From an optimization exercise on the open Yosys and OpenROAD flow, aimed at small area, a short achievable clock period and few clock cycles per item; shortcuts taken in it are not production practice.
Where RTL was checked, it was by simulation tests only, not by an equivalence proof against the original.
No functional check of the RTL was part of runs 6 and 7.
Power and IR drop assume default switching activity.

===== design/flow/design.v =====
`timescale 1ns / 1ps
module FP16_div(
    input [15:0]data_dividend,
    input [15:0]data_divisor,
    input input_valid,
    input clk,
    input rst,
    output [15:0]data_q,
    output reg output_update,
    output reg idle
    );
    reg found;               
    reg st;                  
    reg qr1, qr2;            
    reg s;                   
    reg rnd;                 
    reg [11:0] X;            
    reg [10:0] D;            
    reg [6:0] E;             
    reg [9:0] M;             
    wire busy = ~idle;
    wire load = input_valid & idle;
    wire [4:0] ea = data_dividend[14:10];
    wire [4:0] eb = data_divisor[14:10];
    wire ea_nz = |ea;
    wire eb_nz = |eb;
    wire [11:0] X_in = {1'b0, ea_nz, data_dividend[9:0]};
    wire [10:0] D_in = {eb_nz, data_divisor[9:0]};
    wire [4:0] ex = {ea[4:1], ea[0] | ~ea_nz};
    wire [4:0] ed = {eb[4:1], eb[0] | ~eb_nz};
    wire [6:0] E_in = {2'b00, ex} + {2'b00, ~ed} + 7'b1110000;    
    wire [11:0] nD = ~{1'b0, D};
    wire [11:0] X2 = {X[10:0], 1'b0};
    wire [11:0] A = X[11:0] + nD + 12'd1;                      
    wire [11:0] B = X2 + nD + 12'd1;                           
    wire [11:0] D2 = {D, 1'b0};
    wire [11:0] Dd = {1'b0, D};
    wire [11:0] X2c = {X[10:0], 1'b1};
    wire [11:0] cs_s = X2c ^ Dd ^ D2;
    wire [11:0] cs_c = (X2c & ~(Dd & D2)) | ~(Dd | D2);
    wire [11:0] C = cs_s + {cs_c[10:0], 1'b0} + 12'd1;         
    wire q1 = ~A[11];
    wire q2 = q1 ? ~C[11] : ~B[11];
    wire [10:0] P_hi = C[11] ? {A[9:0], 1'b0} : C[10:0];      
    wire [10:0] P_lo = B[11] ? {X[9:0], 1'b0} : B[10:0];      
    wire [10:0] P = q1 ? P_hi : P_lo;
    wire Dz = ~|D;
    wire dn = ~D[10];
    wire signed [6:0] Es = E;
    wire e_ovf = Es >= 32;
    wire e31 = E == 7'd31;
    wire e_zero = Es <= -11;
    wire e_m10 = Es == -10;
    wire e_m9 = Es == -9;
    wire e_den = (Es >= -8) & (Es <= 1);
    wire e1 = E == 7'd1;
    wire e_m8 = Es == -8;
    wire e_m7 = Es == -7;
    wire [3:0] mk = 4'd2 - E[3:0];                    
    wire [10:0] marker = 11'd1 << mk;
    wire [6:0] Eadj = E + (dn ? 7'd1 : {6'b111111, qr2});
    reg f2;
    reg [6:0] E2;
    reg [10:0] M2;
    always @(*) begin
        f2 = 1'b1;
        E2 = E;
        M2 = {M[8:0], qr1, qr2};
        if (~found) begin
            if (e_den) begin
                E2 = {6'd0, e1 & qr1};
                M2 = marker | {9'd0, qr1, qr2};
            end else if (qr1) begin
                M2 = {9'd0, 1'b1, qr2};
            end else if (qr2) begin
                E2 = Eadj;
                M2 = 11'd1;
            end else begin
                E2 = Eadj;
                M2 = 11'd0;
                f2 = 1'b0;
            end
        end
    end
    wire ovf = Dz | (~dn & (st ? (~found & e31 & qr1) : e_ovf));
    wire zero = ~dn & ~st & e_zero;
    wire fin_b = ~dn & (st ? (found ? M[8] : e_m8) : e_m10);               
    wire fin_a = ~dn & (st ? (found ? (M[7] & ~M[8]) : e_m7) : e_m9);     
    wire done = ovf | zero | fin_a | fin_b;
    always @(posedge clk) begin
        if (rst) begin
            idle <= 1'b1;
            output_update <= 1'b0;
        end else if (load) begin
            idle <= 1'b0;
            output_update <= 1'b0;
        end else begin
            idle <= idle | done;
            output_update <= busy & done;
        end
    end
    always @(posedge clk) begin
        if (load) begin
            X <= X_in;
            D <= D_in;
            st <= 1'b0;
        end else if (dn) begin
            D <= {D[9:0], 1'b0};
        end else begin
            X <= {P, 1'b0};
            st <= 1'b1;
        end
        qr1 <= q1;
        qr2 <= q2;
        rnd <= (fin_b & q1) | (fin_a & q2);
    end
    always @(posedge clk) begin
        if (load) begin
            s <= data_dividend[15] ^ data_divisor[15];
            E <= E_in;
            found <= 1'b0;
        end else if (ovf) begin
            E <= 7'd30;
        end else if (dn) begin
            E <= Eadj;
        end else if (~st) begin
            if (zero | fin_a | fin_b) E <= 7'd0;
        end else begin
            E <= E2;
            found <= f2;
        end
    end
    always @(posedge clk) begin
        if (load)
            M <= 10'd0;
        else if (ovf)
            M <= 10'h3ff;
        else if (dn)
            M <= 10'd0;
        else if (~st)
            M <= {9'd0, fin_a & q1};
        else
            M <= fin_a ? {M2[8:0], q1} : M2[9:0];
    end
    wire [14:0] EM = {E[4:0], M};
    wire sat = EM == 15'h7bff;
    wire [14:0] V = EM + {14'd0, rnd & ~sat};
    wire rzero = ~|{EM, rnd};
    assign data_q = {s & ~rzero, V};
endmodule

===== design/flow/flow/run.sh =====
#!/bin/bash
# Standard layout, with the port buffers made from buf_2 cells.
set -euo pipefail
export BUFFER_PORTS_ARGS="-buffer_cell sky130_fd_sc_hd__buf_2"
bash standard.sh > standard.log 2>&1

===== design/flow/standard.sh =====
#!/bin/bash
# synth_recipe.tcl (not shown) runs the flow's synth.tcl, then flattens the netlist and writes it again
# the make line also repeats each setting of config.mk as NAME=value (left out here)
make -C /OpenROAD-flow-scripts/flow DESIGN_CONFIG=/design/flow/config.mk WORK_HOME=/design/flow/orfs CLKGATE_MAP_FILE= SYNTH_SCRIPT=/design/flow/synth_recipe.tcl "${@:-finish}"

===== design/flow/config.mk =====
export PLATFORM = sky130hd
export DESIGN_NAME = FP16_div
export DESIGN_NICKNAME = FP16_div
export VERILOG_FILES = /design/flow/design.v
export SDC_FILE = /design/flow/constraint.sdc
export NUM_CORES = 4
export LEC_CHECK = 0
export CAP_MARGIN = 20
export CORE_MARGIN = 2
export CORE_UTILIZATION = 40
export CTS_BUF_LIST = sky130_fd_sc_hd__clkbuf_4 sky130_fd_sc_hd__clkbuf_8
export SETUP_SLACK_MARGIN = 1.5
export SLEW_MARGIN = 20

===== design/flow/constraint.sdc =====
create_clock -name core_clock -period 5.0 [get_ports {clk}]
set_input_delay 1.0000 -clock core_clock [delete_from_list [all_inputs] [get_ports {clk}]]
set_output_delay 1.0000 -clock core_clock [all_outputs]
set_load 0.01 [all_outputs]

==> results.json, run 1 <==
{
  "initial_core_util_pct": 41.0,
  "post-route-period-util_pct": 67.3,
  "cts_tree": "done",
  "start_kind": "flip-flop",
  "n_fill_cell": 1162,
  "regToRegSetupSlack_ns": 1.67,
  "cts.sinks": 48,
  "yosysTopAreaCellShare_pct": 17.6,
  "die_h_um": 115,
  "cts_made_buffers": 5,
  "hpwlAfterDp_um": 10100,
  "max_freq_ghz": 0.297,
  "synth-edff-count": 29,
  "internal_power_w": 0.00205,
  "fin_crit_ns": 3.37,
  "swShare_pct": 48.9,
  "ys_seq_elements": 48,
  "p_leak_nw": 2.35,
  "grt-ovfl-total": 0,
  "synthCells": 571,
  "clock_latency_ns": 0.31,
  "grt_antenna_before_repair": 0,
  "hold_path_class": "flip-flop to flip-flop",
  "pwr_density_cell_mw_per_mm2": 710,
  "crit_start": "M[2]",
  "grt_pass1_wl_um": 22100,
  "synth_common_cells": "nand2_1, ha_1, nor2_1, inv_1, o21ai_0",
  "placed_area_mm2": 0.00535,
  "track_usage_pct": 21.0,
  "syn_to_final_growth_pct": 14.4,
  "worstPathMaxFanout": 6,
  "drv_cap": 0,
  "vias": 4436,
  "yosys_warnings": 1,
  "clk_path_buf_depth": 2,
  "p_clk_share_pct": 6.5,
  "p_sw_w": 0.00196,
  "place_congestion": 0.881,
  "routed_wl_um": 13500,
  "portBuffers": 52,
  "design_area_mm2": 0.00566,
  "crit_path_end_kind": "primary output",
  "fin_nets": 726,
  "hold_path_startpoint": "idle",
  "tns_ns": 0,
  "ctsHoldBuffers": 0,
  "ys_seq_area_share_pct": 25.3,
  "diodes": 0,
  "maxSlewHeadroom_pct": 47.2,
  "viasPerCell": 5.56,
  "rsz0062_at_grt": "true",
  "rows": 40,
  "outcome": "finished clean",
  "ir_drop_v": 0.000233,
  "grt_max_degree": 41,
  "clk_pin_slew_worst_paths_ns": 0.09,
  "die_area_mm2": 0.0133,
  "arrival_ns": 2.37,
  "die_w_um": 115,
  "antenna_left": 0,
  "syn_nets": 668,
  "pwr-share-seq_pct": 20.8,
  "yosys-top-cells-area": "edfxtp_1, ha_1, dfxtp_1",
  "yosysMostFrequentCell": "nand2_1",
  "ys_types": 66,
  "tightest_slew_ns": 0.781,
  "finalHoldViolations": 0,
  "drc": 0,
  "drive_gt1_share_pct": 19.4,
  "cts_max_level": 2,
  "cp.required_ns": 4.00,
  "syn_avg_cell_area_um2": 8.66,
  "async_flop_share_pct": 0,
  "first_pass_iters": 5,
  "pin_count": 53,
  "setup_viol": 0,
  "grt_pass1_vias": 4381,
  "syn-cell-area_mm2": 0.00495,
  "worst-setup-path-type": "flip-flop to primary output",
  "post-route-util_pct": 46.9,
  "drtIter0Drc": 362,
  "synth-main-ff-cell": "edfxtp_1",
  "maxSlewViolCount": 0,
  "comb_power_share_pct": 72.7,
  "skew_ns": 0.0115,
  "core-area_mm2": 0.0121,
  "wl_per_cell_um": 16.9,
  "rr_startpoint": "D[1]",
  "cts-root-buf": "clkbuf_8",
  "synth_top_cell_by_area": "edfxtp_1"
}
-- registers in the layout, indices dropped and copies added (netlist names) --
signal         cells
D                 11
E                  7
M                 10
X                 12
found              1
idle               1
output_update      1
qr1                1
qr2                1
rnd                1
s                  1
st                 1
-- power by group through the flow --
stage / clock (W) / sequential (W) / combinational (W)
2_1_floorplan: 0 / 0.000716 / 0.00217
3_3_place_gp: 0 / 0.000840 / 0.00260
3_5_place_dp: 0 / 0.000840 / 0.00265
4_1_cts: 0.000267 / 0.000829 / 0.00281
5_1_grt: 0.000279 / 0.000858 / 0.00326
6_report: 0.000262 / 0.000836 / 0.00292
-- layer usage --
metal  vias up  GRT usage [%]  wire length (um)
met3        15           2.42               592
met1      2096           30.3              6490
li1       2200              -                 -
met4         0           4.90               178
met5         -              0                 0
met2       125           33.8              6210
-- logic make-up (layout without fill, tap and decap cells) --
family	after synthesis	after routing	synth area share (%)
flip-flops	48	48	25.3
buffers and inverters	59	118	4.68
XOR/XNOR	46	46	8.30
AND/OR/NAND/NOR	190	190	19.0
adder cells (fa/ha/maj)	62	62	17.8
multiplexers	12	12	2.48
AO/OA/AOI/OAI	154	154	22.5
-- worst paths after layout --
path | end | depth (start not counted)
worst max-delay path | data_q[14] | 10
worst max register to register | X[5] | 12
worst min-delay path | output_update | 1
worst min register to register | output_update | 1
-- area by class of cell --
cell class | count | area [um2] | area share (%)
clock buffer | 7 | 90.1 | 1.59
clock inverter | 1 | 8.76 | 0.155
inverter | 36 | 139 | 2.45
multi-input combinational | 464 | 3520 | 62.2
sequential | 48 | 1260 | 22.3
tap | 168 | 210 | 3.71
timing repair buffer | 74 | 433 | 7.65
-- cells in the final DEF, fill, tap and decap left out, types with 4 or more instances in the layout --
master	netlist	final
a21oi_1	27	27
a211oi_1	7	7
buf_4	1	20
and2_1	5	5
a31oi_1	6	6
o21ai_0	34	34
nor2b_1	9	9
nor4_1	5	5
o221a_2	4	4
clkbuf_8	0	6
buf_2	5	52
ha_1	48	46
o31ai_1	11	11
nor2_1	41	39
fa_1	14	14
o2111ai_1	5	5
nand3_1	12	12
o21ai_1	4	4
or3_1	7	7
a22o_1	4	4
nor3_1	18	18
nand2b_1	14	14
edfxtp_1	29	29
xnor2_1	29	29
dfxtp_1	19	16
o21a_1	6	6
inv_1	35	30
nand2_1	55	55
inv_2	1	5
mux2i_1	10	10
a21o_1	10	10
xor2_1	16	16
and3_1	7	4
-- critical path: stages, from the launching register on --
cell      delay [ns]
dfxtp_2         0.40
and3_4          0.20
and3_4          0.21
and4_4          0.28
a21boi_2        0.06
ha_2            0.19
ha_4            0.18
and3_4          0.18
nand4_1         0.11
xnor2_1         0.12
buf_2           0.15
-- timing repair --
item                       CTS  global route
pin swaps                    1             2
setup endpoints to repair   18            15
buffers inserted             6            12
resized for setup           10            17
-- through the flow --
step	hold slack [ns]	setup slack, ns	std cells	total power, W
floorplan	0.508	1.81	571	0.00288
CTS	0.502	1.53	786	0.00391
detailed placement	0.488	1.16	772	0.00349
finish	0.498	1.63	798	0.00402
global placement	0.481	1.28	772	0.00344
global route	0.548	1.46	798	0.00440
Testbench counts, summed over its fixed seeds: cycles 51,570, items 8,000.
==> inputs of run 2 (changes only) <==
--- a/design/flow/flow/run.sh
+++ b/design/flow/flow/run.sh
@@ -4,2 +4,3 @@
 export BUFFER_PORTS_ARGS="-buffer_cell sky130_fd_sc_hd__buf_2"
+export SKIP_GATE_CLONING=1
 bash standard.sh > standard.log 2>&1
--- a/design/flow/config.mk
+++ b/design/flow/config.mk
@@ -11,3 +11,3 @@
 export CTS_BUF_LIST = sky130_fd_sc_hd__clkbuf_4 sky130_fd_sc_hd__clkbuf_8
-export SETUP_SLACK_MARGIN = 1.5
+export SETUP_SLACK_MARGIN = 1.65
 export SLEW_MARGIN = 20
==> results.json, run 2 <==
{
  "clk_pin_slew_worst_paths_ns": 0.09,
  "initial_core_util_pct": 41.0,
  "maxSlewViolCount": 0,
  "drive_gt1_share_pct": 21.7,
  "viasPerCell": 5.54,
  "hold-worst-slack_ns": 0.499,
  "grt-ovfl-total": 0,
  "fin_crit_ns": 3.28,
  "outcome": "finished clean",
  "cp.required_ns": 4.00,
  "track_usage_pct": 21.2,
  "hold_depth": 1,
  "p_leak_nw": 2.41,
  "crit_path_end_kind": "primary output",
  "place_congestion": 0.881,
  "synth-main-ff-cell": "edfxtp_1",
  "setup_viol": 0,
  "pin_count": 53,
  "rows": 40,
  "grt_antenna_before_repair": 0,
  "pwr_density_cell_mw_per_mm2": 705,
  "critical_path.top_delay_family": "simple AND/OR/NAND/NOR gates",
  "first_pass_iters": 5,
  "tightest_slew_ns": 0.642,
  "max_freq_ghz": 0.305,
  "async_flop_share_pct": 0,
  "die_area_mm2": 0.0133,
  "yosysMostFrequentCell": "nand2_1",
  "maxSlewHeadroom_pct": 56.6,
  "clock_latency_ns": 0.31,
  "crit_cells": 10,
  "die_w_um": 115,
  "hold_path_class": "flip-flop to flip-flop",
  "placedCellCount": 772,
  "cts-root-buf": "clkbuf_8",
  "skew_ns": 0.0124,
  "yosys-top-cells-area": "edfxtp_1, ha_1, dfxtp_1",
  "routed_wl_um": 13700,
  "comb_power_share_pct": 73.3,
  "syn_to_final_growth_pct": 16.8,
  "crit_buf_inv": 1,
  "reg2reg_depth": 12,
  "n_fill_cell": 1151,
  "mostFrequentLayoutCells": "nand2_1, buf_2, ha_1",
  "vias": 4482,
  "total_power_w": 0.00407,
  "syn-cell-area_mm2": 0.00495,
  "syn_avg_cell_area_um2": 8.66,
  "cpMostUsedCell": "and3_4",
  "fin_nets": 737,
  "post-route-period-util_pct": 65.6,
  "ys_seq_area_share_pct": 25.3,
  "ys_seq_elements": 48,
  "cts_made_buffers": 5,
  "die_h_um": 115,
  "synth-edff-count": 29,
  "reg.largest.list": "X x12, D x11, M x10",
  "largest_reg_flops": 12,
  "tns_ns": 0,
  "yosys_warnings": 1,
  "p_clk_share_pct": 6.5,
  "drc": 0,
  "antenna_left": 0,
  "cts_tree": "done",
  "crit_chain": "and3_4, and3_4, and4_4, a21boi_2, ha_2, ha_4, and3_4, nand4_1, xnor2_1, buf_2",
  "start_kind": "flip-flop",
  "grt_max_degree": 41,
  "grt_pass1_vias": 4436,
  "wl_per_cell_um": 16.9,
  "finalHoldViolations": 0,
  "clk_path_buf_depth": 2,
  "diodes": 0,
  "layout_commonest_cell": "nand2_1",
  "design_area_mm2": 0.00578,
  "ir_drop_v": 0.000234,
  "ys_types": 66,
  "worst-setup-path-type": "flip-flop to primary output",
  "cts_max_level": 2,
  "finalNonFillerCells": 809,
  "max_stage_delay_ns": 0.35,
  "synth_common_cells": "nand2_1, ha_1, nor2_1, inv_1, o21ai_0",
  "hpwlAfterDp_um": 10100,
  "pwr-share-seq_pct": 20.2,
  "worstPathMaxFanout": 3,
  "arrival_ns": 2.28,
  "top_register": "X",
  "swShare_pct": 48.7,
  "p_sw_w": 0.00198,
  "yosysTopAreaCellShare_pct": 17.6,
  "drtIter0Drc": 363,
  "rsz0062_at_grt": "true",
  "placed_area_mm2": 0.00535,
  "portBuffers": 52,
  "core-area_mm2": 0.0121,
  "drv_cap": 0,
  "cts.sinks": 48,
  "syn_nets": 668,
  "internal_power_w": 0.00209,
  "synthCells": 571,
  "cp_slowest_cell": "dfxtp_4",
  "synth_top_cell_by_area": "edfxtp_1",
  "grt_pass1_wl_um": 22300
}
run 2: changes by cell type in the layout (fill, tap and decap cells not counted), sizes merged:
| cell | change |
|---|---|
| buf | +11 |
run 2: cell type report:
cell class | instances | area (um2) | area share (%)
inverter | 36 | 141 | 2.45
clock buffer | 7 | 90.1 | 1.56
multi-input combinational | 464 | 3540 | 61.3
tap | 168 | 210 | 3.64
timing repair buffer | 85 | 524 | 9.08
sequential | 48 | 1260 | 21.9
clock inverter | 1 | 8.76 | 0.152
run 2: repair_timing:
action	4_1_cts	5_1_grt
setup endpoints to repair	26	29
hold buffers	0	0
setup buffers	11	18
pin swaps	2	6
gates resized for setup	19	19
run 2: kinds of logic after synthesis:
kind of cell / share of synthesized area [%]
compound gates: 22.5
xor+xnor: 8.30
fa+ha+maj: 17.8
buf+inv: 4.68
flops: 25.3
mux: 2.48
simple gates: 19.0
run 2: path summary, 6_finish.rpt:
kind              start            end  slack (ns)
setup / recovery   M[4]     data_q[14]        1.72
hold / removal     idle  output_update        0.50
setup reg to reg   D[3]           X[5]        1.78
hold reg to reg    idle  output_update        0.50
run 2: metal layers:
layer	up-vias	global-route usage, %	part of all wire, %	wire [um]
met4	0	4.90	1.3	181
met3	15	2.42	4.6	634
li1	2223	-	-	-
met2	137	34.5	46	6360
met1	2107	30.4	48	6520
met5	-	0	0	0
run 2: power groups by stage:
stage | clock [W] | combinational, W | sequential (W)
finish | 0.000264 | 0.00298 | 0.000825
global route | 0.000279 | 0.00332 | 0.000847
CTS | 0.000267 | 0.00283 | 0.000828
detailed placement | 0 | 0.00265 | 0.000840
global placement | 0 | 0.00260 | 0.000840
floorplan | 0 | 0.00217 | 0.000716
run 2: per-stage QoR:
step	utilization (%)	setup WS, ns
3_3_place_gp	44.4	1.28
3_5_place_dp	44.4	1.16
2_1_floorplan	-	1.81
6_report	47.9	1.72
4_1_cts	46.3	1.67
5_1_grt	47.9	1.57
==> inputs of run 3 (changes only) <==
==> design/flow/flow/run.sh (replaced) <==
#!/bin/bash
# Standard layout, with the port buffers made from buf_2 cells.
set -euo pipefail
export BUFFER_PORTS_ARGS="-buffer_cell sky130_fd_sc_hd__buf_2"
bash standard.sh > standard.log 2>&1
==> results.json, run 3 <==
{
  "clock_latency_ns": 0.31,
  "use_met3_pct": 2.42,
  "grt_pass1_wl_um": 22300,
  "ys_types": 66,
  "wl_per_cell_um": 16.9,
  "synth_top_cell_by_area": "edfxtp_1",
  "design_area_mm2": 0.00578,
  "hold_path_class": "flip-flop to flip-flop",
  "yosysMostFrequentCell": "nand2_1",
  "tightest_slew_ns": 0.642,
  "core-area_mm2": 0.0121,
  "portBuffers": 52,
  "register_area_mm2": 0.00126,
  "syn_nets": 668,
  "ys_seq_area_share_pct": 25.3,
  "clk_pin_slew_worst_paths_ns": 0.09,
  "cts.sinks": 48,
  "p_sw_w": 0.00198,
  "n_fill_cell": 1151,
  "syn-cell-area_mm2": 0.00495,
  "skew_ns": 0.0124,
  "crit_chain": "and3_4, and3_4, and4_4, a21boi_2, ha_2, ha_4, and3_4, nand4_1, xnor2_1, buf_2",
  "cpMostUsedCell": "and3_4",
  "grtUsageMet2_pct": 34.5,
  "placedCellCount": 772,
  "drtIter0Drc": 363,
  "diodes": 0,
  "yosys-top-cells-area": "edfxtp_1, ha_1, dfxtp_1",
  "hpwlAfterDp_um": 10100,
  "fin_crit_ns": 3.28,
  "finalHoldViolations": 0,
  "die_area_mm2": 0.0133,
  "rsz0062_at_grt": "true",
  "start_kind": "flip-flop",
  "antenna_left": 0,
  "drive_gt1_share_pct": 21.7,
  "cts-root-buf": "clkbuf_8",
  "synth-main-ff-cell": "edfxtp_1",
  "syn_avg_cell_area_um2": 8.66,
  "cts_tree": "done",
  "grt_util_met1_pct": 30.4,
  "grt_pass1_vias": 4436,
  "viasPerCell": 5.54,
  "maxSlewHeadroom_pct": 56.6,
  "top_register": "X",
  "crit_buf_inv": 1,
  "pwr_density_cell_mw_per_mm2": 705,
  "rows": 40,
  "mostFrequentLayoutCells": "nand2_1, buf_2, ha_1",
  "comb_power_share_pct": 73.3,
  "grt-ovfl-total": 0,
  "crit_path_end_kind": "primary output",
  "syn_to_final_growth_pct": 16.8,
  "arrival_ns": 2.28,
  "multi_input_area_mm2": 0.00354,
  "initial_core_util_pct": 41.0,
  "die_h_um": 115,
  "grt_max_degree": 41,
  "grt.busiest_layer": "met2",
  "worstPathMaxFanout": 3,
  "grt_antenna_before_repair": 0,
  "yosys_warnings": 1,
  "worst-setup-path-type": "flip-flop to primary output",
  "vias": 4482,
  "cp.required_ns": 4.00,
  "reg.largest.list": "X x12, D x11, M x10",
  "critical_path.top_delay_family": "simple AND/OR/NAND/NOR gates",
  "cts_max_level": 2,
  "post-route-period-util_pct": 65.6,
  "ys_seq_elements": 48,
  "regToRegSetupSlack_ns": 1.78,
  "fin_nets": 737,
  "finalNonFillerCells": 809,
  "routed_wl_um": 13700,
  "cts_made_buffers": 5,
  "largest_reg_flops": 12,
  "async_flop_share_pct": 0,
  "synth_common_cells": "nand2_1, ha_1, nor2_1, inv_1, o21ai_0",
  "clk_path_buf_depth": 2,
  "swShare_pct": 48.7,
  "max_stage_delay_ns": 0.35,
  "die_w_um": 115,
  "drc": 0,
  "internal_power_w": 0.00209,
  "p_clk_share_pct": 6.5,
  "drv_cap": 0,
  "max_freq_ghz": 0.305,
  "pin_count": 53,
  "setup_viol": 0,
  "post-route-util_pct": 47.9,
  "hold_depth": 1,
  "placed_area_mm2": 0.00535,
  "crit_cells": 10,
  "cp_slowest_cell": "dfxtp_4",
  "synthCells": 571,
  "pwr-share-seq_pct": 20.2,
  "yosysTopAreaCellShare_pct": 17.6,
  "total_power_w": 0.00407,
  "ctsHoldBuffers": 0,
  "first_pass_iters": 5,
  "maxSlewViolCount": 0,
  "tns_ns": 0,
  "place_congestion": 0.881,
  "layout_commonest_cell": "nand2_1",
  "reg2reg_depth": 12,
  "synth-edff-count": 29,
  "outcome": "finished clean",
  "p_leak_nw": 2.41,
  "track_usage_pct": 21.2,
  "ir_drop_v": 0.000234
}
run 3: cell counts after synthesis:
No cell type changed its count.
run 3: worst register-to-register path: cells and delay by family, from the launching register on:
family	cells	cell delay (ns)
compound gates	6	1.36
simple gates	2	0.16
fa+ha+maj	2	0.72
buf+inv	2	0.31
flops	1	0.43
run 3: area by class of cell:
type	count	area share [%]
multi-input cells	464	61.3
flip-flops and latches	48	21.9
repair buffers	85	9.08
well taps	168	3.64
inverters	36	2.45
clock buffers	7	1.56
clock inverters	1	0.152
run 3: path summary, 6_finish.rpt:
check | startpoint | endpoint
worst min register to register | idle | output_update
worst min-delay path | idle | output_update
worst max register to register | D[3] | X[5]
worst max-delay path | M[4] | data_q[14]
run 3: cell families after synthesis:
logic type / synth area share (%)
AO/OA/AOI/OAI: 22.5
multiplexers: 2.48
XOR/XNOR: 8.30
adder cells (fa/ha/maj): 17.8
AND/OR/NAND/NOR: 19.0
flip-flops: 25.3
buffers and inverters: 4.68
run 3: repair_timing:
item | 4_1_cts | 5_1_grt
resized for setup | 19 | 19
pin swaps | 2 | 6
setup endpoints to repair | 26 | 29
setup buffers | 11 | 18
run 3: per-stage QoR:
step | hold slack, ns | setup slack [ns]
global route | 0.548 | 1.57
CTS | 0.502 | 1.67
detailed placement | 0.488 | 1.16
floorplan | 0.508 | 1.81
global placement | 0.481 | 1.28
finish | 0.499 | 1.72
run 3: layer usage:
layer / part of all wire [%] / wire [um]
met1: 48 / 6520
met2: 46 / 6360
met3: 4.6 / 634
met4: 1.3 / 181
met5: 0 / 0
run 3: power by group through the flow:
stage / logic [W] / clock network, W / registers (W)
after floorplan: 0.00217 / 0 / 0.000716
after global placement: 0.00260 / 0 / 0.000840
after detailed placement: 0.00265 / 0 / 0.000840
after CTS: 0.00283 / 0.000267 / 0.000828
after global routing: 0.00332 / 0.000279 / 0.000847
final: 0.00298 / 0.000264 / 0.000825
==> inputs of run 4 (changes only) <==
--- a/design/flow/config.mk
+++ b/design/flow/config.mk
@@ -9,3 +9,3 @@
 export CORE_MARGIN = 2
-export CORE_UTILIZATION = 40
+export CORE_UTILIZATION = 60
 export CTS_BUF_LIST = sky130_fd_sc_hd__clkbuf_4 sky130_fd_sc_hd__clkbuf_8
==> results.json, run 4 <==
{
  "outcome": "finished clean",
  "yosys-top-cells-area": "edfxtp_1, ha_1, dfxtp_1",
  "diodes": 0,
  "grt-ovfl-total": 0,
  "hold_depth": 1,
  "async_flop_share_pct": 0,
  "yosys_warnings": 1,
  "syn-cell-area_mm2": 0.00495,
  "track_usage_pct": 29.5,
  "first_pass_iters": 5,
  "synthCells": 571,
  "ir_drop_v": 0.000493,
  "ys_types": 66,
  "wl_per_cell_um": 17.6,
  "synth_compound_area_share_pct": 22.5,
  "worstPathMaxFanout": 4,
  "min_to": "output_update",
  "synth_top_cell_by_area": "edfxtp_1",
  "drc": 0,
  "fin_nets": 729,
  "die_w_um": 94.8,
  "arrival_ns": 2.33,
  "maxSlewViolCount": 0,
  "grt_antenna_before_repair": 0,
  "top_register": "X",
  "cp.required_ns": 4.00,
  "max_freq_ghz": 0.300,
  "clk_path_buf_depth": 2,
  "rr_startpoint": "D[3]",
  "maxSlewHeadroom_pct": 58.0,
  "synthXorXnorAreaFrac_pct": 8.30,
  "cts_tree": "done",
  "synth_common_cells": "nand2_1, ha_1, nor2_1, inv_1, o21ai_0",
  "post-route-util_pct": 70.3,
  "grt_pass1_vias": 4237,
  "drive_gt1_share_pct": 21.5,
  "regToRegSetupSlack_ns": 1.74,
  "hold_path_startpoint": "idle",
  "cts_max_level": 2,
  "syn_nets": 668,
  "r2r-end": "X[3]",
  "reg2reg_depth": 12,
  "initial_core_util_pct": 61.1,
  "p_leak_nw": 2.37,
  "antenna_left": 0,
  "finalHoldViolations": 0,
  "skew_ns": 0.0118,
  "clk_pin_slew_worst_paths_ns": 0.10,
  "routed_wl_um": 13000,
  "reg.largest.list": "X x12, D x11, M x10",
  "clock_latency_ns": 0.30,
  "cp_slowest_cell": "dfxtp_4",
  "crit_chain": "and3_4, and3_4, and4_4, a21boi_2, ha_2, ha_4, and3_4, nand4_1, xnor2_1, buf_2",
  "cts-root-buf": "clkbuf_8",
  "mostFrequentLayoutCells": "nand2_1, buf_2, ha_1",
  "tns_ns": 0,
  "fin_crit_ns": 3.33,
  "cpMostUsedCell": "and3_4",
  "pin_count": 53,
  "viasPerCell": 6.14,
  "place_congestion": 0.933,
  "hpwlAfterDp_um": 9790,
  "max_stage_delay_ns": 0.36,
  "synth-main-ff-cell": "edfxtp_1",
  "synth-edff-count": 29,
  "synthMuxAreaShare_pct": 2.48,
  "pwr_density_cell_mw_per_mm2": 742,
  "setup_viol": 0,
  "ys_seq_area_share_pct": 25.3,
  "drtIter0Drc": 306,
  "largest_reg_flops": 12,
  "die_h_um": 94.8,
  "hold_path_class": "flip-flop to flip-flop",
  "die_area_mm2": 0.00899,
  "drv_cap": 0,
  "start_kind": "flip-flop",
  "rsz0062_at_grt": "true",
  "tightest_slew_ns": 0.628,
  "cts.sinks": 48,
  "synth_fa_ha_area_share_pct": 17.8,
  "syn_avg_cell_area_um2": 8.66,
  "rows": 33,
  "yosysMostFrequentCell": "nand2_1",
  "portBuffers": 52,
  "layout_commonest_cell": "nand2_1",
  "synth_top_family_by_area": "compound AO/OA/AOI/OAI gates",
  "post-route-period-util_pct": 66.6,
  "crit_path_end_kind": "primary output",
  "synth-simple-area-share_pct": 19.0,
  "yosysTopAreaCellShare_pct": 17.6,
  "grt_pass1_wl_um": 20900,
  "cts_made_buffers": 5,
  "ys_seq_elements": 48,
  "core-area_mm2": 0.00809,
  "vias": 4532,
  "grt_max_degree": 26,
  "syn_to_final_growth_pct": 14.9,
  "worst-setup-path-type": "flip-flop to primary output"
}
==> run 4: layer usage <==
metal | up-vias | GRT usage [%] | part of all wire, %
li1 | 2207 | - | -
met1 | 2170 | 42.9 | 46
met2 | 147 | 46.9 | 47
met3 | 8 | 4.55 | 6.0
met4 | 0 | 5.56 | 0.67
met5 | - | 0 | 0
==> run 4: logic make-up (layout without fill, tap and decap cells) <==
logic type	count (synthesis)	count (layout)
fa+ha+maj	62	62
buf+inv	59	121
compound gates	154	154
mux	12	12
flops	48	48
simple gates	190	190
xor+xnor	46	46
==> run 4: final cells by class <==
cell class                      count  area, um2
Sequential cell                    48       1260
Tap cell                          105        131
Fill cell                         671       2410
Inverter                           36        144
Timing Repair Buffer               77        478
Clock buffer                        6       82.6
Multi-Input combinational cell    464       3570
Clock inverter                      2       12.5
==> run 4: what timing repair did <==
action / in CTS / in global routing
hold endpoints to repair: 0 / 0
gates resized for setup: 18 / 24
buffers inserted: 10 / 10
endpoints found under the setup margin: 25 / 29
hold buffers: 0 / 0
pin swaps: 4 / 7
cloned: 0 / 1
==> run 4: worst max-delay path by stage <==
stage	from	end	slack, ns	cells after the start
after global placement	D[1]	X[3]	1.41	11
after floorplan	D[1]	X[9]	1.81	11
after global routing	M[4]	data_q[14]	1.55	10
after CTS	M[4]	data_q[14]	1.64	10
after detailed placement	D[1]	X[3]	1.39	11
final	M[4]	data_q[14]	1.67	10
==> run 4: worst max-delay path, delay by kind of cell, from the launching register on <==
| kind | cells | cell delay, ns |
|---|---|---|
| xor+xnor | 1 | 0.17 |
| simple gates | 5 | 0.87 |
| fa+ha+maj | 2 | 0.34 |
| buf+inv | 1 | 0.15 |
| flops | 1 | 0.36 |
| compound gates | 1 | 0.14 |
==> run 4: stage by stage <==
step	instances	area, um2	hold slack (ns)	power [W]	setup slack, ns
2_1_floorplan	571	4950	0.508	0.00288	1.81
3_3_place_gp	709	5270	0.483	0.00342	1.41
3_5_place_dp	709	5270	0.506	0.00346	1.39
4_1_cts	727	5510	0.527	0.00392	1.64
5_1_grt	738	5690	0.557	0.00461	1.55
6_report	738	5690	0.524	0.00422	1.67
==> run 4: report_power, final <==
group	switching [W]	leakage [nW]	internal (W)	total, W
Combinational	0.00166	1.87	0.00147	0.00314
Sequential	0.000210	0.455	0.000612	0.000822
Clock	0.000144	0.0521	0.000113	0.000257
==> inputs of run 5 (changes only) <==
--- a/design/flow/flow/run.sh
+++ b/design/flow/flow/run.sh
@@ -4,2 +4,3 @@
 export BUFFER_PORTS_ARGS="-buffer_cell sky130_fd_sc_hd__buf_2"
+export SETUP_MOVE_SEQUENCE="unbuffer,sizeup,swap,buffer"
 bash standard.sh > standard.log 2>&1
--- a/design/flow/config.mk
+++ b/design/flow/config.mk
@@ -9,3 +9,3 @@
 export CORE_MARGIN = 2
-export CORE_UTILIZATION = 60
+export CORE_UTILIZATION = 40
 export CTS_BUF_LIST = sky130_fd_sc_hd__clkbuf_4 sky130_fd_sc_hd__clkbuf_8
==> results.json, run 5 <==
{
  "cts_made_buffers": 5,
  "cpMostUsedCell": "and3_4",
  "tightest_slew_ns": 0.642,
  "finalHoldViolations": 0,
  "cp_slowest_cell": "dfxtp_4",
  "drtIter0Drc": 363,
  "max_stage_delay_ns": 0.35,
  "maxSlewHeadroom_pct": 56.6,
  "rows": 40,
  "largest_reg_flops": 12,
  "hold_path_class": "flip-flop to flip-flop",
  "diodes": 0,
  "finalNonFillerCells": 809,
  "fin_nets": 737,
  "antenna_left": 0,
  "clk_path_buf_depth": 2,
  "die_area_mm2": 0.0133,
  "die_h_um": 115,
  "worstPathMaxFanout": 3,
  "cts.sinks": 48,
  "yosysTopAreaCellShare_pct": 17.6,
  "synth-edff-count": 29,
  "reg.largest.list": "X x12, D x11, M x10",
  "grt_pass1_vias": 4436,
  "syn_avg_cell_area_um2": 8.66,
  "worst-setup-path-type": "flip-flop to primary output",
  "ys_seq_area_share_pct": 25.3,
  "p_leak_nw": 2.41,
  "crit_buf_inv": 1,
  "track_usage_pct": 21.2,
  "total_power_w": 0.00407,
  "ctsHoldBuffers": 0,
  "ys_seq_elements": 48,
  "hold-worst-slack_ns": 0.499,
  "grt_max_degree": 41,
  "viasPerCell": 5.54,
  "cts_tree": "done",
  "yosys-top-cells-area": "edfxtp_1, ha_1, dfxtp_1",
  "arrival_ns": 2.28,
  "ir_drop_v": 0.000234,
  "cp.required_ns": 4.00,
  "syn_nets": 668,
  "critical_path.top_delay_family": "simple AND/OR/NAND/NOR gates",
  "hold_depth": 1,
  "placedCellCount": 772,
  "place_congestion": 0.881,
  "wl_per_cell_um": 16.9,
  "mostFrequentLayoutCells": "nand2_1, buf_2, ha_1",
  "core-area_mm2": 0.0121,
  "async_flop_share_pct": 0,
  "crit_cells": 10,
  "synth_top_cell_by_area": "edfxtp_1",
  "cts_max_level": 2,
  "maxSlewViolCount": 0,
  "clock_latency_ns": 0.31,
  "reg2reg_depth": 12,
  "grt_antenna_before_repair": 0,
  "ys_types": 66,
  "yosys_warnings": 1,
  "yosysMostFrequentCell": "nand2_1",
  "post-route-period-util_pct": 65.6,
  "pwr_density_cell_mw_per_mm2": 705,
  "portBuffers": 52,
  "drv_cap": 0,
  "routed_wl_um": 13700,
  "synth_common_cells": "nand2_1, ha_1, nor2_1, inv_1, o21ai_0",
  "synthCells": 571,
  "outcome": "finished clean",
  "drive_gt1_share_pct": 21.7,
  "clk_pin_slew_worst_paths_ns": 0.09,
  "setup_viol": 0,
  "start_kind": "flip-flop",
  "tns_ns": 0,
  "rsz0062_at_grt": "true",
  "drc": 0,
  "syn_to_final_growth_pct": 16.8,
  "grt-ovfl-total": 0,
  "initial_core_util_pct": 41.0,
  "hpwlAfterDp_um": 10100,
  "crit_path_end_kind": "primary output",
  "crit_chain": "and3_4, and3_4, and4_4, a21boi_2, ha_2, ha_4, and3_4, nand4_1, xnor2_1, buf_2",
  "top_register": "X",
  "skew_ns": 0.0124,
  "die_w_um": 115,
  "syn-cell-area_mm2": 0.00495,
  "vias": 4482,
  "first_pass_iters": 5,
  "layout_commonest_cell": "nand2_1",
  "pin_count": 53,
  "cts-root-buf": "clkbuf_8",
  "fin_crit_ns": 3.28,
  "synth-main-ff-cell": "edfxtp_1",
  "grt_pass1_wl_um": 22300,
  "max_freq_ghz": 0.305
}
run 5: power by group:
part | total (W) | internal (W) | switching [W]
clock | 0.000264 | 0.000119 | 0.000144
sequential | 0.000825 | 0.000612 | 0.000213
combinational | 0.00298 | 0.00136 | 0.00162
total | 0.00407 | 0.00209 | 0.00198
run 5: cells by family after synthesis:
logic type / synth area share, %
AOI/OAI and AO/OA: 22.5
xor gates and xnor gates: 8.30
adders and majority gates: 17.8
buffers and inverters: 4.68
DFF: 25.3
muxes: 2.48
and+or+nand+nor: 19.0
run 5: worst paths after layout:
path,from,endpoint,slack (ns)
max,M[4],data_q[14],1.72
min,idle,output_update,0.50
max reg2reg,D[3],X[5],1.78
min reg2reg,idle,output_update,0.50
run 5: cell type report:
type / instances / area, um2
clock buffer: 7 / 90.1
clock inverter: 1 / 8.76
fill: 1151 / 6280
inverter: 36 / 141
multi-input combinational: 464 / 3540
sequential: 48 / 1260
tap: 168 / 210
timing repair buffer: 85 / 524
run 5: worst reg2reg max path, stage by stage (launching register included):
cell,delay (ns)
edfxtp_1,0.43
inv_2,0.14
fa_1,0.47
ha_4,0.25
a21o_1,0.15
a31o_2,0.24
a211oi_2,0.28
nor2_2,0.10
a211oi_4,0.27
buf_6,0.17
nor2_1,0.06
a2111oi_1,0.35
a311oi_1,0.07
run 5: what timing repair did:
item	in CTS	in global routing
resized for setup	19	19
buffers inserted	11	18
pin swaps	2	6
setup endpoints to repair	26	29
run 5: metrics by stage:
| stage | area (um2) | utilization [%] | setup slack, ns |
|---|---|---|---|
| after floorplan | 4950 | - | 1.81 |
| after global placement | 5350 | 44.4 | 1.28 |
| after global routing | 5780 | 47.9 | 1.57 |
| after detailed placement | 5350 | 44.4 | 1.16 |
| after CTS | 5590 | 46.3 | 1.67 |
| final | 5780 | 47.9 | 1.72 |
run 5: per-layer routing:
| metal | wire length (um) | track usage, % | vias to the layer above | share of wire [%] |
|---|---|---|---|---|
| met5 | 0 | 0 | - | 0 |
| met4 | 181 | 4.90 | 0 | 1.3 |
| met3 | 634 | 2.42 | 15 | 4.6 |
| met2 | 6360 | 34.5 | 137 | 46 |
| met1 | 6520 | 30.4 | 2107 | 48 |
| li1 | - | - | 2223 | - |
==> inputs of run 6 (changes only) <==
--- a/design/flow/design.v
+++ b/design/flow/design.v
@@ -26,3 +26,4 @@
     wire eb_nz = |eb;
-    wire [11:0] X_in = {1'b0, ea_nz, data_dividend[9:0]};
+    wire lt = ea_nz & eb_nz & (data_dividend[9:7] < data_divisor[9:7]);
+    wire [11:0] X_in = lt ? {1'b1, data_dividend[9:0], 1'b0} : {1'b0, ea_nz, data_dividend[9:0]};
     wire [10:0] D_in = {eb_nz, data_divisor[9:0]};
@@ -30,3 +31,3 @@
     wire [4:0] ed = {eb[4:1], eb[0] | ~eb_nz};
-    wire [6:0] E_in = {2'b00, ex} + {2'b00, ~ed} + 7'b1110000;    
+    wire [6:0] E_in = {2'b00, ex} + {2'b00, ~ed} + {6'd0, ~lt} + 7'b1101111;    
     wire [11:0] nD = ~{1'b0, D};
==> design/flow/flow/run.sh (replaced) <==
#!/bin/bash
# Standard layout, with the port buffers made from buf_2 cells.
set -euo pipefail
export BUFFER_PORTS_ARGS="-buffer_cell sky130_fd_sc_hd__buf_2"
bash standard.sh > standard.log 2>&1
--- a/design/flow/config.mk
+++ b/design/flow/config.mk
@@ -11,3 +11,3 @@
 export CTS_BUF_LIST = sky130_fd_sc_hd__clkbuf_4 sky130_fd_sc_hd__clkbuf_8
-export SETUP_SLACK_MARGIN = 1.65
+export SETUP_SLACK_MARGIN = 1.5
 export SLEW_MARGIN = 20
==> results.json, run 6 <==
{
  "outcome": "finished clean",
  "largest_reg_flops": 12,
  "placedCellCount": 795,
  "total_power_w": 0.00417,
  "fin_nets": 751,
  "r2r-end": "X[4]",
  "min_to": "output_update",
  "finalNonFillerCells": 823,
  "clk_path_buf_depth": 2,
  "hold-worst-slack_ns": 0.565,
  "grt_antenna_before_repair": 0,
  "first_pass_iters": 4,
  "worst-setup-path-type": "input pin to flip-flop",
  "synth_top_cell_by_area": "edfxtp_1",
  "grt_pass1_vias": 4670,
  "highest-signal-layer": "met4",
  "viasPerCell": 5.72,
  "diodes": 0,
  "post-route-period-util_pct": 68.1,
  "cp.required_ns": 5.11,
  "regToRegSetupSlack_ns": 1.61,
  "maxSlewViolCount": 0,
  "synth_common_cells": "ha_1, nand2_1, inv_1, nor2_1, a21oi_1",
  "fin_crit_ns": 3.41,
  "tns_ns": 0,
  "setup_viol": 0,
  "cts-root-buf": "clkbuf_8",
  "die_area_mm2": 0.0137,
  "hold_path_startpoint": "idle",
  "track_usage_pct": 20.6,
  "max_freq_ghz": 0.293,
  "cts_max_level": 2,
  "p_leak_nw": 2.59,
  "core-area_mm2": 0.0125,
  "hold_path_class": "flip-flop to flip-flop",
  "max_stage_delay_ns": 0.54,
  "top_register": "X",
  "syn_to_final_growth_pct": 16.7,
  "cp_slowest_cell": "or4_4",
  "syn-cell-area_mm2": 0.00510,
  "rr_startpoint": "D[3]",
  "drv_cap": 0,
  "portBuffers": 52,
  "rows": 41,
  "skew_ns": 0.00990,
  "antenna_left": 0,
  "drtIter0Drc": 283,
  "reg.largest.list": "X x12, D x11, M x10",
  "m1WireLength_um": 5950,
  "place_congestion": 0.874,
  "routed-wl-met2_um": 7100,
  "worstPathMaxFanout": 3,
  "syn_avg_cell_area_um2": 8.70,
  "cts_tree": "done",
  "crit_path_end_kind": "flip-flop",
  "vias": 4709,
  "mostFrequentLayoutCells": "buf_2, nand2_1, ha_1",
  "cts.sinks": 48,
  "ys_seq_area_share_pct": 24.7,
  "cts_made_buffers": 5,
  "start_kind": "input pin",
  "die_h_um": 117,
  "ys_seq_elements": 48,
  "wl_per_cell_um": 16.7,
  "ir_drop_v": 0.000387,
  "synth-main-ff-cell": "edfxtp_1",
  "die_w_um": 117,
  "grt_max_degree": 32,
  "ys_types": 69,
  "tightest_slew_ns": 0.911,
  "routed_wl_um": 13700,
  "yosys_warnings": 1,
  "drc": 0,
  "arrival_ns": 3.52,
  "drive_gt1_share_pct": 19.4,
  "grt_pass1_wl_um": 22400,
  "initial_core_util_pct": 40.7,
  "clk_pin_slew_worst_paths_ns": 0.10,
  "pwr_density_cell_mw_per_mm2": 700,
  "finalHoldViolations": 0,
  "reg2reg_depth": 11,
  "wl_met3_um": 431,
  "yosysTopAreaCellShare_pct": 17.7,
  "yosysMostFrequentCell": "ha_1",
  "hold_depth": 1,
  "clock_latency_ns": 0.30,
  "grt-ovfl-total": 0,
  "async_flop_share_pct": 0,
  "rsz0062_at_grt": "true",
  "pin_count": 53,
  "yosys-top-cells-area": "edfxtp_1, ha_1, dfxtp_1",
  "synthCells": 586,
  "hpwlAfterDp_um": 10700,
  "layout_commonest_cell": "buf_2",
  "syn_nets": 687,
  "synth-edff-count": 30,
  "maxSlewHeadroom_pct": 38.7,
  "crit_chain": "buf_2, or4_4, nor2_4, nor3_1, nand2_1, buf_8, inv_2, ha_4, inv_2, ha_4, fa_2, a21o_1, a21oi_2, nor3b_1, o32ai_1"
}
==> run 6: area by class of cell <==
class | count | area [um2]
clock buffers | 6 | 76.3
clock inverters | 2 | 35.0
fillers | 1252 | 6570
inverters | 46 | 181
multi-input cells | 471 | 3710
flip-flops and latches | 48 | 1260
well taps | 172 | 215
repair buffers | 78 | 467
==> run 6: worst max-delay path by stage <==
stage	startpoint	endpoint	slack (ns)
final	data_dividend[10]	E[6]	1.59
after global routing	D[3]	X[11]	1.43
after CTS	D[10]	X[4]	1.50
after detailed placement	data_divisor[13]	E[4]	1.11
after global placement	data_divisor[13]	E[4]	1.17
after floorplan	data_divisor[13]	E[4]	1.32
==> run 6: timing repair <==
item                                    CTS  global route
endpoints found under the setup margin   19            19
pin swaps                                 1             6
resized for setup                         9            22
cloned                                    1             0
hold buffers                              0             0
buffers inserted                          8            11
==> run 6: routing by layer <==
layer	up-vias	global-route usage, %
met4	0	7.14
li1	2274	-
met1	2304	25.0
met2	111	37.9
met3	20	1.96
met5	-	0
==> run 6: cell families after synthesis <==
logic type               after synthesis  share of synthesized area, %
AND/OR/NAND/NOR                      176                          16.5
AO/OA/AOI/OAI                        149                          20.5
buffers and inverters                 68                          5.13
adder cells (fa/ha/maj)               66                          18.4
XOR/XNOR                              48                          8.39
flip-flops                            48                          24.7
multiplexers                          31                          6.28
==> run 6: report_power, final <==
part | switching (W) | internal (W)
combinational | 0.00166 | 0.00140
clock | 0.000138 | 0.000154
sequential | 0.000201 | 0.000619
total | 0.00199 | 0.00217
==> run 6: stage by stage <==
stage	instance area [um2]	setup slack, ns	util [%]
floorplan	5160	1.32	-
global placement	5590	1.17	44.6
detailed placement	5590	1.11	44.6
CTS	5810	1.50	46.4
global route	5950	1.43	47.6
finish	5950	1.59	47.6
==> run 6: worst max-delay path, delay by kind of cell <==
family,cells,cell delay (ns)
buffers and inverters,4,0.28
adder cells (fa/ha/maj),3,0.74
AO/OA/AOI/OAI,3,0.62
AND/OR/NAND/NOR,5,0.88
==> inputs of run 7 (changes only) <==
--- a/design/flow/config.mk
+++ b/design/flow/config.mk
@@ -11,3 +11,3 @@
 export CTS_BUF_LIST = sky130_fd_sc_hd__clkbuf_4 sky130_fd_sc_hd__clkbuf_8
-export SETUP_SLACK_MARGIN = 1.5
+export SETUP_SLACK_MARGIN = 1.65
 export SLEW_MARGIN = 20
==> results.json, run 7 <==
{
  "grt_pass1_wl_um": 22600,
  "hold_path_class": "flip-flop to flip-flop",
  "yosys_warnings": 1,
  "antenna_left": 0,
  "synth-main-ff-cell": "edfxtp_1",
  "grt_antenna_before_repair": 0,
  "synth_top_cell_by_area": "edfxtp_1",
  "syn_nets": 687,
  "start_kind": "input pin",
  "core-area_mm2": 0.0125,
  "wl_per_cell_um": 16.7,
  "worstPathMaxFanout": 2,
  "grt-ovfl-total": 0,
  "synth_common_cells": "ha_1, nand2_1, inv_1, nor2_1, a21oi_1",
  "maxSlewHeadroom_pct": 40.4,
  "async_flop_share_pct": 0,
  "drc": 0,
  "p_sw_w": 0.00208,
  "clk_path_buf_depth": 2,
  "reg.largest.list": "X x12, D x11, M x10",
  "pwr-share-seq_pct": 18.9,
  "portBuffers": 52,
  "grt_max_degree": 49,
  "post-route-period-util_pct": 67.2,
  "layout_commonest_cell": "buf_2",
  "yosys-top-cells-area": "edfxtp_1, ha_1, dfxtp_1",
  "tightest_slew_ns": 0.887,
  "hold-worst-slack_ns": 0.552,
  "tns_ns": 0,
  "finalHoldViolations": 0,
  "hpwlAfterDp_um": 10500,
  "diodes": 0,
  "syn-cell-area_mm2": 0.00510,
  "place_congestion": 0.894,
  "cp.required_ns": 5.06,
  "initial_core_util_pct": 40.7,
  "drtIter0Drc": 304,
  "rows": 41,
  "drv_cap": 0,
  "regToRegSetupSlack_ns": 1.70,
  "crit_start": "data_divisor[10]",
  "comb_power_share_pct": 74.3,
  "fin_nets": 763,
  "cts_tree": "done",
  "mostFrequentLayoutCells": "buf_2, nand2_1, ha_1",
  "arrival_ns": 3.41,
  "p_clk_share_pct": 6.8,
  "max_freq_ghz": 0.298,
  "fin_crit_ns": 3.36,
  "track_usage_pct": 20.9,
  "synthCells": 586,
  "internal_power_w": 0.00229,
  "rsz0062_at_grt": "true",
  "setup_viol": 0,
  "pin_count": 53,
  "setup.worst_path.end": "E[4]",
  "skew_ns": 0.0112,
  "die_area_mm2": 0.0137,
  "die_w_um": 117,
  "yosysTopAreaCellShare_pct": 17.7,
  "p_leak_nw": 2.67,
  "synth-edff-count": 30,
  "syn_avg_cell_area_um2": 8.70,
  "ys_types": 69,
  "largest_reg_flops": 12,
  "cts_made_buffers": 5,
  "clk_pin_slew_worst_paths_ns": 0.10,
  "reg2reg_depth": 12,
  "syn_to_final_growth_pct": 20.8,
  "grt_pass1_vias": 4599,
  "die_h_um": 117,
  "routed_wl_um": 13900,
  "swShare_pct": 47.7,
  "worst-setup-path-type": "input pin to flip-flop",
  "n_fill_cell": 1217,
  "ys_seq_area_share_pct": 24.7,
  "pwr_density_cell_mw_per_mm2": 710,
  "crit_path_end_kind": "flip-flop",
  "drive_gt1_share_pct": 23.4,
  "top_register": "X",
  "cts-root-buf": "clkbuf_8",
  "r2r-end": "X[2]",
  "cts_max_level": 2,
  "first_pass_iters": 5,
  "clock_latency_ns": 0.32,
  "yosysMostFrequentCell": "ha_1",
  "viasPerCell": 5.60,
  "ctsHoldBuffers": 0,
  "maxSlewViolCount": 0,
  "outcome": "finished clean",
  "ir_drop_v": 0.000483,
  "rr_startpoint": "D[2]",
  "vias": 4674,
  "cts.sinks": 48,
  "ys_seq_elements": 48
}
## run 7: cell counts after synthesis
No cell type changed its count.
## run 7: power by group through the flow
| stage | registers, W | logic (W) | clock network (W) |
|---|---|---|---|
| 2_1_floorplan | 0.000727 | 0.00221 | 0 |
| 3_3_place_gp | 0.000855 | 0.00267 | 0 |
| 3_5_place_dp | 0.000855 | 0.00274 | 0 |
| 4_1_cts | 0.000817 | 0.00303 | 0.000296 |
| 5_1_grt | 0.000849 | 0.00358 | 0.000310 |
| 6_report | 0.000825 | 0.00325 | 0.000296 |
## run 7: cell type report
class / count / area (um2) / share of cell area, %
clock buffers: 6 / 76.3 / 1.24
clock inverters: 2 / 35.0 / 0.569
multi-input cells: 471 / 3790 / 61.6
well taps: 172 / 215 / 3.49
flip-flops and latches: 48 / 1270 / 20.6
repair buffers: 90 / 579 / 9.41
inverters: 46 / 190 / 3.09
## run 7: worst min path at each step
stage               start     to  slack [ns]  cells past startpoint
global placement      qr1  found        0.54                      2
detailed placement    qr1  found        0.55                      2
global route          qr1  found        0.60                      2
floorplan             qr2  found        0.48                      2
finish                qr1  found        0.55                      2
CTS                   qr1  found        0.56                      2
## run 7: cell families (layout without fill, tap and decap cells)
kind of cell / count (synthesis) / count (layout) / share of synthesized area [%]
AO/OA/AOI/OAI: 149 / 149 / 20.5
multiplexers: 31 / 31 / 6.28
adder cells (fa/ha/maj): 66 / 66 / 18.4
flip-flops: 48 / 48 / 24.7
buffers and inverters: 68 / 144 / 5.13
AND/OR/NAND/NOR: 176 / 176 / 16.5
XOR/XNOR: 48 / 49 / 8.39
## run 7: stage by stage
| stage | worst slack (ns) | power, W | instance area, um2 | util, % | instances |
|---|---|---|---|---|---|
| 6_report | 1.64 | 0.00437 | 6160 | 49.2 | 835 |
| 3_3_place_gp | 1.15 | 0.00353 | 5590 | 44.6 | 795 |
| 3_5_place_dp | 1.11 | 0.00359 | 5590 | 44.6 | 795 |
| 4_1_cts | 1.65 | 0.00415 | 5910 | 47.2 | 820 |
| 2_1_floorplan | 1.32 | 0.00293 | 5160 | - | 586 |
| 5_1_grt | 1.54 | 0.00474 | 6160 | 49.2 | 835 |
## run 7: repair_timing
item | CTS | global route
gates cloned | 1 | 0
pin swaps | 6 | 18
endpoints found under the setup margin | 26 | 23
gates resized for setup | 24 | 35
buffers inserted | 16 | 15
## run 7: critical path: stages
cell and delay (ns):
buf_6 0.09, or4_4 0.54, nor2_4 0.14, nor3_2 0.05, nand2_1 0.09, buf_8 0.11, inv_4 0.03, ha_4 0.26
inv_4 0.03, ha_4 0.15, fa_2 0.36, a21o_1 0.17, a21oi_2 0.15, xor2_1 0.15, a21oi_1 0.07
## run 7: per-layer routing
layer  vias up  GRT usage (%)  wire length [um]
met3        21           2.16               446
met1      2253           26.2              6030
met5         -              0                 0
met4         0           7.14               272
li1       2309              -                 -
met2        91           37.5              7180
==> inputs of run 8 (changes only) <==
--- a/design/flow/design.v
+++ b/design/flow/design.v
@@ -16,2 +16,3 @@
     reg rnd;                 
+    reg ltr;                 
     reg [11:0] X;            
@@ -26,3 +27,3 @@
     wire eb_nz = |eb;
-    wire lt = ea_nz & eb_nz & (data_dividend[9:7] < data_divisor[9:7]);
+    wire lt = ea_nz & eb_nz & (data_dividend[9:6] < data_divisor[9:6]);
     wire [11:0] X_in = lt ? {1'b1, data_dividend[9:0], 1'b0} : {1'b0, ea_nz, data_dividend[9:0]};
@@ -31,3 +32,3 @@
     wire [4:0] ed = {eb[4:1], eb[0] | ~eb_nz};
-    wire [6:0] E_in = {2'b00, ex} + {2'b00, ~ed} + {6'd0, ~lt} + 7'b1101111;    
+    wire [6:0] E_in = {2'b00, ex} + {2'b00, ~ed} + 7'b1110000;    
     wire [11:0] nD = ~{1'b0, D};
@@ -50,7 +51,7 @@
     wire signed [6:0] Es = E;
-    wire e_ovf = Es >= 32;
+    wire e_ovf = ltr ? (Es >= 33) : (Es >= 32);
     wire e31 = E == 7'd31;
-    wire e_zero = Es <= -11;
-    wire e_m10 = Es == -10;
-    wire e_m9 = Es == -9;
+    wire e_zero = ltr ? (Es <= -10) : (Es <= -11);
+    wire e_m10 = ltr ? (Es == -9) : (Es == -10);
+    wire e_m9 = ltr ? (Es == -8) : (Es == -9);
     wire e_den = (Es >= -8) & (Es <= 1);
@@ -61,3 +62,3 @@
     wire [10:0] marker = 11'd1 << mk;
-    wire [6:0] Eadj = E + (dn ? 7'd1 : {6'b111111, qr2});
+    wire [6:0] Eadj = E + (dn ? 7'd1 : {6'b111111, qr2 | ~st});
     reg f2;
@@ -113,2 +114,3 @@
         end
+        if (load) ltr <= lt;
         qr1 <= q1;
@@ -128,2 +130,3 @@
             if (zero | fin_a | fin_b) E <= 7'd0;
+            else if (ltr) E <= Eadj;
         end else begin
--- a/design/flow/config.mk
+++ b/design/flow/config.mk
@@ -11,3 +11,3 @@
 export CTS_BUF_LIST = sky130_fd_sc_hd__clkbuf_4 sky130_fd_sc_hd__clkbuf_8
-export SETUP_SLACK_MARGIN = 1.65
+export SETUP_SLACK_MARGIN = 1.5
 export SLEW_MARGIN = 20
==> results.json, run 8 <==
{
  "grt-ovfl-total": 0,
  "worst-setup-path-type": "flip-flop to flip-flop",
  "viasPerCell": 5.63,
  "place_congestion": 0.893,
  "top_register": "X",
  "ys_seq_area_share_pct": 25.2,
  "p_leak_nw": 2.60,
  "rows": 41,
  "post-route-util_pct": 47.3,
  "place_ws_ns": 1.24,
  "drc": 0,
  "synth-edff-count": 31,
  "synth_top_family_by_area": "compound AO/OA/AOI/OAI gates",
  "arrival_ns": 3.38,
  "synth_compound_area_share_pct": 20.9,
  "first_pass_iters": 5,
  "syn_avg_cell_area_um2": 8.72,
  "ctsHoldBuffers": 0,
  "rsz0062_at_grt": "true",
  "post-route-period-util_pct": 66.5,
  "finalHoldViolations": 0,
  "core-area_mm2": 0.0126,
  "syn_to_final_growth_pct": 16.0,
  "max_stage_delay_ns": 0.45,
  "ir_drop_v": 0.000372,
  "grt_pass1_wl_um": 22000,
  "cts_tree": "done",
  "synthXorXnorAreaFrac_pct": 8.34,
  "syn-cell-area_mm2": 0.00513,
  "yosys_warnings": 1,
  "hold_path_startpoint": "idle",
  "pin_count": 53,
  "synth_common_cells": "nand2_1, ha_1, nor2_1, inv_1",
  "pwr_density_cell_mw_per_mm2": 714,
  "wl_per_cell_um": 16.6,
  "reg2reg_depth": 12,
  "setup_viol": 0,
  "maxSlewViolCount": 0,
  "crit_path_end_kind": "flip-flop",
  "diodes": 0,
  "grt_antenna_before_repair": 0,
  "ys_types": 67,
  "cp_slowest_cell": "fa_1",
  "min_to": "output_update",
  "outcome": "finished clean",
  "regToRegSetupSlack_ns": 1.68,
  "rr_startpoint": "D[5]",
  "clk_path_buf_depth": 2,
  "tns_ns": 0,
  "portBuffers": 52,
  "cts-root-buf": "clkbuf_8",
  "vias": 4646,
  "routed_wl_um": 13700,
  "design_area_mm2": 0.00595,
  "clk_pin_slew_worst_paths_ns": 0.10,
  "skew_ns": 0.0123,
  "synth_top_cell_by_area": "edfxtp_1",
  "largest_reg_flops": 12,
  "use_met3_pct": 2.78,
  "track_usage_pct": 20.4,
  "hold_path_class": "flip-flop to flip-flop",
  "synth_fa_ha_area_share_pct": 17.5,
  "die_w_um": 117,
  "mostFrequentLayoutCells": "nand2_1, buf_2, ha_1",
  "synthMuxAreaShare_pct": 4.78,
  "start_kind": "flip-flop",
  "fin_nets": 751,
  "clock_latency_ns": 0.31,
  "grt_util_met1_pct": 24.4,
  "async_flop_share_pct": 0,
  "synth-simple-area-share_pct": 18.8,
  "crit_chain": "inv_1, fa_1, ha_1, a21o_1, and3_1, a221oi_2, a21oi_2, buf_4, xnor2_4, buf_12, mux2i_1, a211oi_1",
  "cp.required_ns": 5.05,
  "drtIter0Drc": 336,
  "antenna_left": 0,
  "initial_core_util_pct": 40.8,
  "die_h_um": 117,
  "yosysMostFrequentCell": "nand2_1",
  "drv_cap": 0,
  "grtUsageMet2_pct": 36.1,
  "yosysTopAreaCellShare_pct": 18.2,
  "hpwlAfterDp_um": 10600,
  "reg.largest.list": "X x12, D x11, M x10",
  "tightest_slew_ns": 0.817,
  "worst_slack_ns": 1.68,
  "ys_seq_elements": 49,
  "hold_depth": 1,
  "drive_gt1_share_pct": 18.4,
  "cts_max_level": 2,
  "syn_nets": 687,
  "max_freq_ghz": 0.301,
  "fin_crit_ns": 3.32,
  "cts_made_buffers": 5,
  "synth-main-ff-cell": "edfxtp_1",
  "cts.sinks": 49,
  "yosys-top-cells-area": "edfxtp_1, ha_1, dfxtp_1",
  "grt_pass1_vias": 4677,
  "die_area_mm2": 0.0137,
  "r2r-end": "X[5]",
  "grt.busiest_layer": "met2",
  "maxSlewHeadroom_pct": 44.2,
  "placed_area_mm2": 0.00555,
  "synthCells": 588,
  "worstPathMaxFanout": 6,
  "grt_max_degree": 29
}
run 8: changes by cell type after synthesis, sizes merged, moves of 5 or more:
cell | previous run | this run
inv | 45 | 33
o21ai | 24 | 36
nor3 | 23 | 12
a21oi | 34 | 25
mux2i | 29 | 20
nor2b | 9 | 17
a31oi | 1 | 8
a221oi | 7 | 1
a22o | 1 | 7
o211a | 0 | 5
run 8: cell type report:
cell class                 instances  area (um2)
clock buffer                       5        68.8
clock inverter                     3        45.0
fill                            1213        6620
inverter                          35         135
multi-input combinational        482        3700
sequential                        49        1300
tap                              172         215
timing repair buffer              79         485
run 8: metal layers:
| layer | vias to the layer above | routed length [um] |
|---|---|---|
| li1 | 2289 | - |
| met1 | 2202 | 5860 |
| met2 | 117 | 6930 |
| met3 | 38 | 465 |
| met4 | 0 | 463 |
| met5 | - | 0 |
run 8: how the worst max path moves through the flow:
stage	cells after the start	startpoint	endpoint
after floorplan	12	data_divisor[13]	E[5]
after global placement	9	data_dividend[7]	X[4]
after detailed placement	11	D[1]	X[11]
after CTS	11	D[1]	X[11]
after global routing	11	D[8]	X[5]
final	12	D[5]	X[5]
run 8: critical path, delay by kind of cell, from the launching register on:
family / cells / cell delay (ns)
buf+inv: 3 / 0.53
simple gates: 1 / 0.18
xor+xnor: 1 / 0.28
mux: 1 / 0.22
fa+ha+maj: 2 / 0.80
compound gates: 4 / 0.65
flops: 1 / 0.40
run 8: power by group:
group	switching (W)	total (W)	internal, W
logic	0.00162	0.00312	0.00150
registers	0.000205	0.000829	0.000624
clock network	0.000143	0.000294	0.000150
run 8: per-stage QoR:
| step | std cells | power (W) | hold slack (ns) |
|---|---|---|---|
| after floorplan | 588 | 0.00281 | 0.517 |
| after global placement | 794 | 0.00336 | 0.476 |
| after detailed placement | 795 | 0.00341 | 0.485 |
| after CTS | 804 | 0.00377 | 0.501 |
| after global routing | 825 | 0.00460 | 0.551 |
| final | 825 | 0.00425 | 0.495 |
run 8: kinds of logic (layout without fill, tap and decap cells):
group,count (synthesis),in the layout
compound gates,154,154
fa+ha+maj,64,64
mux,24,24
simple gates,191,191
flops,49,49
xor+xnor,48,49
buf+inv,58,122
run 8: timing repair:
action,4_1_cts,5_1_grt
hold endpoints to repair,0,0
setup buffers,1,20
gates resized for setup,10,16
endpoints found under the setup margin,15,21
pin swaps,2,4
gates cloned,0,1
Testbench counts of run 8, summed over its fixed seeds: cycles 48,597, items 8,000.

-- afterwards: timing with drivers on the ports --
How much do the figures lean on ideal ports? The routed layouts below were timed once more, with nothing changed but the port constraints. Step 1: set_driving_cell puts a clkbuf_16 on clk and a buf_2 on each other input, an assumption about the parent block. Step 2 adds t to the input delays and takes it off the output delays; t is the mean of the earliest and latest rising clock arrival at the registers after step 1. Input paths then give back, and output paths get back, about the clock's delay inside the block. a / b / c = ideal ports / drivers / drivers and shift; a / b = the first two.
| run | t (ns) | slack for setup (ns) | worst register clock-pin slew, ns |
|---|---|---|---|
| run 1 | 0.335 | 1.633 / 1.601 / 1.491 | 0.10 / 0.10 |
| run 2 | 0.338 | 1.721 / 1.689 / 1.647 | 0.10 / 0.10 |
| run 3 | 0.338 | 1.721 / 1.689 / 1.647 | 0.10 / 0.10 |
| run 4 | 0.332 | 1.669 / 1.636 / 1.625 | 0.10 / 0.10 |
| run 5 | 0.338 | 1.721 / 1.689 / 1.647 | 0.10 / 0.10 |
| run 6 | 0.328 | 1.593 / 1.603 / 1.275 | 0.10 / 0.10 |
| run 7 | 0.346 | 1.642 / 1.639 / 1.293 | 0.10 / 0.10 |
| run 8 | 0.338 | 1.677 / 1.659 / 1.384 | 0.10 / 0.10 |
After both steps every run listed still meets setup and hold. The setup slack of run 7, which loses most, moves by -0.003 ns with the drivers and by -0.349 ns with both steps.
